What follows belongs to an exercise in optimizing a design on an open flow for small area; a production flow would make more cautious choices.
Only simulation tests tie the RTL to the original design; equivalence was not proved.
Power is estimated from default activity; no workload was simulated.

the previous run:
==> flow/design.v (excerpt) <==
module S8_actividad2 #(parameter N_DEBOUNCER = 10)(
    input  logic        clk,
    input  logic        resetN,
    input  logic        Enter, Undo, DisplayFormat,
    input  logic [15:0] DataIn,
    output logic [6:0]  Segments,
    output logic [4:0]  Flags,
    output logic [2:0]  Status,
    output logic [7:0]  Anodes
);
Size: ~520 cells after synthesis, roughly 110 flip-flops, roughly 44 I/O pins, about 0.0053 mm² of cells after synthesis.
clock: 10.0 ns
lec_check: 0
cap_margin: 20
core_margin: 2
core_utilization: 65
place_density: 0.75
slew_margin: 20
standard.sh (not shown) runs the stock make flow with config.mk's settings and CLKGATE_MAP_FILE= SYNTH_SCRIPT=/design/flow/synth_recipe.tcl, a recipe that flattens the netlist after the stock synthesis.
==> flow/flow/run.sh <==
#!/bin/bash
# Own layout flow: the standard ORFS flow (standard.sh) with
#  - area-oriented ABC scripts and full-adder-only extraction in synthesis;
#    a few synthesis variants are tried and the smallest netlist is laid out
#    (registers are mapped exactly as in the standard synthesis, only the
#    combinational mapping differs between variants),
#  - minimum-size port buffers,
#  - a clock tree of clkbuf_8 buffers without dummy loads.
# Tool output: flow_*.log in this folder and orfs*/logs.
set -euo pipefail
W=$(pwd)
. "$W/flow/knobs.sh"

mkvariant() { # name noabc abc-script-file
  local d="$W/sd_$1"
  rm -rf "$d"; cp -r "$FLOW_HOME/scripts" "$d"
  cp "$W/flow/$3" "$d/abc_area.script"
  sed -i 's/^  extract_fa {\*}\[dont_use_extract_fa_args\]$/  extract_fa -fa/' "$d/synth.tcl"
  grep -q '^  extract_fa -fa$' "$d/synth.tcl"
  if [ "$2" = 1 ]; then
    sed -i 's/^  synth -top \$::env(DESIGN_NAME) -run fine: {\*}\$synth_full_args$/  synth -top $::env(DESIGN_NAME) -run fine: -noabc {*}$synth_full_args/' "$d/synth.tcl"
    grep -q -- '-run fine: -noabc' "$d/synth.tcl"
  fi
}

VARIANTS="a7:0:abc_a7.script a4n:1:abc_a4.script d30:0:abc_d30.script d30n:1:abc_d30.script d30m:1:abc_d30m.script d30m0:0:abc_d30m.script"
best=""; bestarea=""
for v in $VARIANTS; do
  IFS=: read -r name na scr <<< "$v"
  mkvariant "$name" "$na" "$scr"
done
pids=()
for v in $VARIANTS; do
  IFS=: read -r name na scr <<< "$v"
  bash "$W/standard.sh" WORK_HOME="$W/syn_$name" SCRIPTS_DIR="$W/sd_$name" ABC_AREA=1 synth > "$W/flow_synth_$name.log" 2>&1 &
  pids+=($!)
  while [ "$(jobs -rp | wc -l)" -ge 3 ]; do sleep 1; done
done
wait
for v in $VARIANTS; do
  IFS=: read -r name na scr <<< "$v"
  f="$W/syn_$name/reports/$FLOW_PLATFORM/S8_actividad2/base/synth_stat.txt"
  [ -f "$f" ] || continue
  a=$(grep "Chip area" "$f" | tail -1 | awk '{print $NF}')
  echo "variant $name area $a" | tee -a "$W/flow_variants.log"
  if [ -z "$bestarea" ] || awk "BEGIN{exit !($a < $bestarea)}"; then best=$name; bestarea=$a; fi
done
echo "chosen $best $bestarea" | tee -a "$W/flow_variants.log"
bash "$W/standard.sh" SCRIPTS_DIR="$W/sd_$best" ABC_AREA=1 \
  "BUFFER_PORTS_ARGS=$BUFFER_PORTS_ARGS" \
  "CTS_ARGS=$CTS_ARGS" \
  finish > "$W/flow_make.log" 2>&1
==> flow/flow/abc_d30m.script <==
strash
&get -n
&deepsyn -T 30
&put
dch -f
map -a
strash
dch -f
map -a
topo
Other scripts of this flow, unchanged in this note and not shown: flow/flow/abc_a10.script, flow/flow/abc_a4.script, flow/flow/abc_a7.script, flow/flow/abc_d30.script, flow/flow/knobs.sh
The previous run went all the way through synthesis, placement and routing and the layout is clean on timing, DRC and antenna.
The inputs of the current run differ from those of the previous run as listed below.
diff --git a/flow/flow/run.sh b/flow/flow/run.sh
--- a/flow/flow/run.sh
+++ b/flow/flow/run.sh
@@ -26 +26 @@
-VARIANTS="a7:0:abc_a7.script a4n:1:abc_a4.script d30:0:abc_d30.script d30n:1:abc_d30.script d30m:1:abc_d30m.script d30m0:0:abc_d30m.script"
+VARIANTS="a7:0:abc_a7.script a4n:1:abc_a4.script a10:0:abc_a10.script d30:0:abc_d30.script d30n:1:abc_d30.script"
removed: flow/flow/abc_d30m.script
[summary]
- Changes observed in the current run relative to the previous run: pin count of the biggest net entering global routing grew by about 4.5%; synthesized cell count grew by 7.9%.
- Compared with the previous run, the current run shows a higher die extent in y.
- Lower sequential fraction of the synthesis area was reported by the current run, not the previous run.

xenon:
S8_actividad2, a different RTL version from the one above (not shown whole).
export LEC_CHECK = 0
export CAP_MARGIN = 20
export CORE_MARGIN = 2
export CORE_UTILIZATION = 80
export PLACE_DENSITY = 0.88
export SLEW_MARGIN = 20
create_clock -name core_clock -period 10.0 [get_ports {clk}]
==> flow/flow/run.sh <==
#!/bin/bash
# Own layout flow: the standard ORFS flow (standard.sh) with
#  - area-oriented ABC scripts and full-adder-only extraction in synthesis;
#    a few synthesis variants are tried and the smallest netlist is laid out
#    (registers are mapped exactly as in the standard synthesis, only the
#    combinational mapping differs between variants),
#  - minimum-size port buffers,
#  - a clock tree of clkbuf_8 buffers without dummy loads.
# Tool output: flow_*.log in this folder and orfs*/logs.
set -euo pipefail
W=$(pwd)
. "$W/flow/knobs.sh"

mkvariant() { # name noabc abc-script-file
  local d="$W/sd_$1"
  rm -rf "$d"; cp -r "$FLOW_HOME/scripts" "$d"
  cp "$W/flow/$3" "$d/abc_area.script"
  sed -i 's/^  extract_fa {\*}\[dont_use_extract_fa_args\]$/  extract_fa -fa/' "$d/synth.tcl"
  grep -q '^  extract_fa -fa$' "$d/synth.tcl"
  if [ "$2" = 1 ]; then
    sed -i 's/^  synth -top \$::env(DESIGN_NAME) -run fine: {\*}\$synth_full_args$/  synth -top $::env(DESIGN_NAME) -run fine: -noabc {*}$synth_full_args/' "$d/synth.tcl"
    grep -q -- '-run fine: -noabc' "$d/synth.tcl"
  fi
}

VARIANTS="a7:0:abc_a7.script a4n:1:abc_a4.script d30n:1:abc_d30.script d30m:1:abc_d30m.script d30m0:0:abc_d30m.script ds2:1:abc_ds2.script"
best=""; bestarea=""
for v in $VARIANTS; do
  IFS=: read -r name na scr <<< "$v"
  mkvariant "$name" "$na" "$scr"
done
pids=()
for v in $VARIANTS; do
  IFS=: read -r name na scr <<< "$v"
  bash "$W/standard.sh" WORK_HOME="$W/syn_$name" SCRIPTS_DIR="$W/sd_$name" ABC_AREA=1 synth > "$W/flow_synth_$name.log" 2>&1 &
  pids+=($!)
  while [ "$(jobs -rp | wc -l)" -ge 3 ]; do sleep 1; done
done
wait
for v in $VARIANTS; do
  IFS=: read -r name na scr <<< "$v"
  f="$W/syn_$name/reports/$FLOW_PLATFORM/S8_actividad2/base/synth_stat.txt"
  [ -f "$f" ] || continue
  a=$(grep "Chip area" "$f" | tail -1 | awk '{print $NF}')
  echo "variant $name area $a" | tee -a "$W/flow_variants.log"
  if [ -z "$bestarea" ] || awk "BEGIN{exit !($a < $bestarea)}"; then best=$name; bestarea=$a; fi
done
echo "chosen $best $bestarea" | tee -a "$W/flow_variants.log"
bash "$W/standard.sh" SCRIPTS_DIR="$W/sd_$best" ABC_AREA=1 \
  "BUFFER_PORTS_ARGS=$BUFFER_PORTS_ARGS" \
  "CTS_ARGS=$CTS_ARGS" \
  finish > "$W/flow_make.log" 2>&1
==> flow/flow/abc_a10.script <==
strash
dch -f
amap
topo
Other scripts of this flow, unchanged in this note and not shown: flow/flow/abc_a4.script, flow/flow/abc_a7.script, flow/flow/abc_d30.script, flow/flow/abc_d30m.script, flow/flow/abc_ds2.script, flow/flow/knobs.sh
xenon ended with every stage complete and zero timing, DRC or antenna violations.
Input changes introduced in willow (baseline for comparison: xenon):
Settings: CAP_MARGIN now 0, was 20; SLEW_MARGIN now 0, was 20; PLACE_DENSITY now 0.75, was 0.88; CORE_UTILIZATION now 65, was 80.
Results
Of willow and xenon, the lower final-layout worst hold slack belongs to xenon. Re core utilization: willow is 16 points down on xenon. xenon has higher global-route usage than willow. [willow vs xenon] cell area after layout: higher in willow. [diff] overall power consumption, willow relative to xenon: improvement. Power per standard cell area shrinks slightly when moving from xenon to willow.
The inputs of quartz differ from those of willow as listed below.
Settings: a change of SLEW_MARGIN from 0 to 20; a change of CAP_MARGIN from 0 to 20.
diff --git a/flow/flow/run.sh b/flow/flow/run.sh
--- a/flow/flow/run.sh
+++ b/flow/flow/run.sh
@@ -5,3 +5,4 @@
 #    (registers are mapped exactly as in the standard synthesis, only the
-#    combinational mapping differs between variants),
+#    combinational mapping differs between variants); the chosen netlist
+#    is handed to the rest of the flow as it is,
 #  - minimum-size port buffers,
@@ -25,3 +26,3 @@
 
-VARIANTS="a7:0:abc_a7.script a4n:1:abc_a4.script d30n:1:abc_d30.script d30m:1:abc_d30m.script d30m0:0:abc_d30m.script ds2:1:abc_ds2.script"
+VARIANTS="a7:0:abc_a7.script a4n:1:abc_a4.script d30n:1:abc_d30.script d30m:1:abc_d30m.script ds2:1:abc_ds2.script g2:1:abc_g2.script f3:1:abc_f3.script"
 best=""; bestarea=""
@@ -48,3 +49,5 @@
 echo "chosen $best $bestarea" | tee -a "$W/flow_variants.log"
-bash "$W/standard.sh" SCRIPTS_DIR="$W/sd_$best" ABC_AREA=1 \
+# Lay out exactly the netlist that was measured (some ABC scripts are time-limited).
+cp "$W/syn_$best/results/$FLOW_PLATFORM/S8_actividad2/base/1_2_yosys.v" "$W/chosen_netlist.v"
+bash "$W/standard.sh" SCRIPTS_DIR="$W/sd_$best" ABC_AREA=1 SYNTH_NETLIST_FILES="$W/chosen_netlist.v" \
   "BUFFER_PORTS_ARGS=$BUFFER_PORTS_ARGS" \
==> flow/flow/abc_f3.script (new file) <==
strash
&get -n
&deepsyn -T 60 -S 2
&put
dch -f
map -a
strash
dch -f
map -a
topo
==> flow/flow/abc_g2.script (new file) <==
strash
&get -n
&deepsyn -T 30 -S 2
&dch -f
&nf -a -R 1000
&put
topo
removed: flow/flow/abc_a10.script
--- outcome ---
Per the comparison of quartz with willow, inverter count lower, total power draw roughly the same.
Most common cell after layout, fill and taps aside = sky130_fd_sc_hd__edfxtp_1: quartz; most common cell after layout, fill and taps aside = sky130_fd_sc_hd__nand2_1: willow
Summary — number of nets in the synthesized netlist, quartz relative to willow: lower, by 84.
In the metrics for quartz and willow, the one carrying the lower part of the power in the clock network is willow.
The placeable core region reported for quartz is smaller than that of willow by about 0.5%.
[inputs] violet vs quartz
diff --git a/flow/flow/run.sh b/flow/flow/run.sh
--- a/flow/flow/run.sh
+++ b/flow/flow/run.sh
@@ -5,4 +5,3 @@
 #    (registers are mapped exactly as in the standard synthesis, only the
-#    combinational mapping differs between variants); the chosen netlist
-#    is handed to the rest of the flow as it is,
+#    combinational mapping differs between variants),
 #  - minimum-size port buffers,
@@ -26,3 +25,3 @@
 
-VARIANTS="a7:0:abc_a7.script a4n:1:abc_a4.script d30n:1:abc_d30.script d30m:1:abc_d30m.script ds2:1:abc_ds2.script g2:1:abc_g2.script f3:1:abc_f3.script"
+VARIANTS="a7:0:abc_a7.script a4n:1:abc_a4.script d30n:1:abc_d30.script d30m:1:abc_d30m.script d30m0:0:abc_d30m.script ds2:1:abc_ds2.script"
 best=""; bestarea=""
@@ -49,5 +48,3 @@
 echo "chosen $best $bestarea" | tee -a "$W/flow_variants.log"
-# Lay out exactly the netlist that was measured (some ABC scripts are time-limited).
-cp "$W/syn_$best/results/$FLOW_PLATFORM/S8_actividad2/base/1_2_yosys.v" "$W/chosen_netlist.v"
-bash "$W/standard.sh" SCRIPTS_DIR="$W/sd_$best" ABC_AREA=1 SYNTH_NETLIST_FILES="$W/chosen_netlist.v" \
+bash "$W/standard.sh" SCRIPTS_DIR="$W/sd_$best" ABC_AREA=1 \
   "BUFFER_PORTS_ARGS=$BUFFER_PORTS_ARGS" \
==> flow/flow/abc_a10.script (new file) <==
strash
dch -f
amap
topo
removed: flow/flow/abc_f3.script
removed: flow/flow/abc_g2.script
Notes after the runs:
violet completed; timing, DRC and antenna clean. Status: post-detailed-placement cell area parity (quartz, violet). violet ends up with higher core outline area than quartz does. Comparing quartz and violet, the higher met2 usage is on violet. Layout sequential cell count: quartz vs violet identical. Setup slack: violet less than quartz. Compared violet vs quartz, and global-route usage is up in violet. On fraction of area in registers, violet tracks quartz almost exactly. In terms of cell-internal power, violet and quartz differ only marginally.

==> afterwards: timing with drivers on the ports <==
Ports are ideal in the flow. The routed layouts listed here were re-timed in OpenROAD. Step 1, drivers: a clkbuf_16 drives clk and a buf_2 each remaining input, both assumed. Step 2 moves the port delays by t, midway between the first and last clock arrival at a register: inputs arrive t later, outputs are due t later. That takes back most of the time a late clock gives input paths. Three values: ideal, step 1, step 2; two values: the first two.
run | shift t [ns] | slack for setup (ns) | worst setup path after step 2 | latest minus earliest clock arrival (ns) | pins driven straight from the clock port
the previous run | 0.398 | 0.993 / 0.993 / 0.993 | register to register | 0.038 / 0.039 | 1
the current run | 0.390 | 0.490 / 0.490 / 0.490 | register to register | 0.027 / 0.026 | 1
xenon | 0.392 | 0.766 / 0.766 / 0.766 | register to register | 0.038 / 0.038 | 1
willow | 0.392 | 0.794 / 0.794 / 0.794 | register to register | 0.035 / 0.035 | 1
quartz | 0.396 | 0.975 / 0.975 / 0.975 | register to register | 0.042 / 0.042 | 1
violet | 0.392 | 0.794 / 0.794 / 0.794 | register to register | 0.035 / 0.035 | 1
After both steps setup and hold are still met in every run listed.
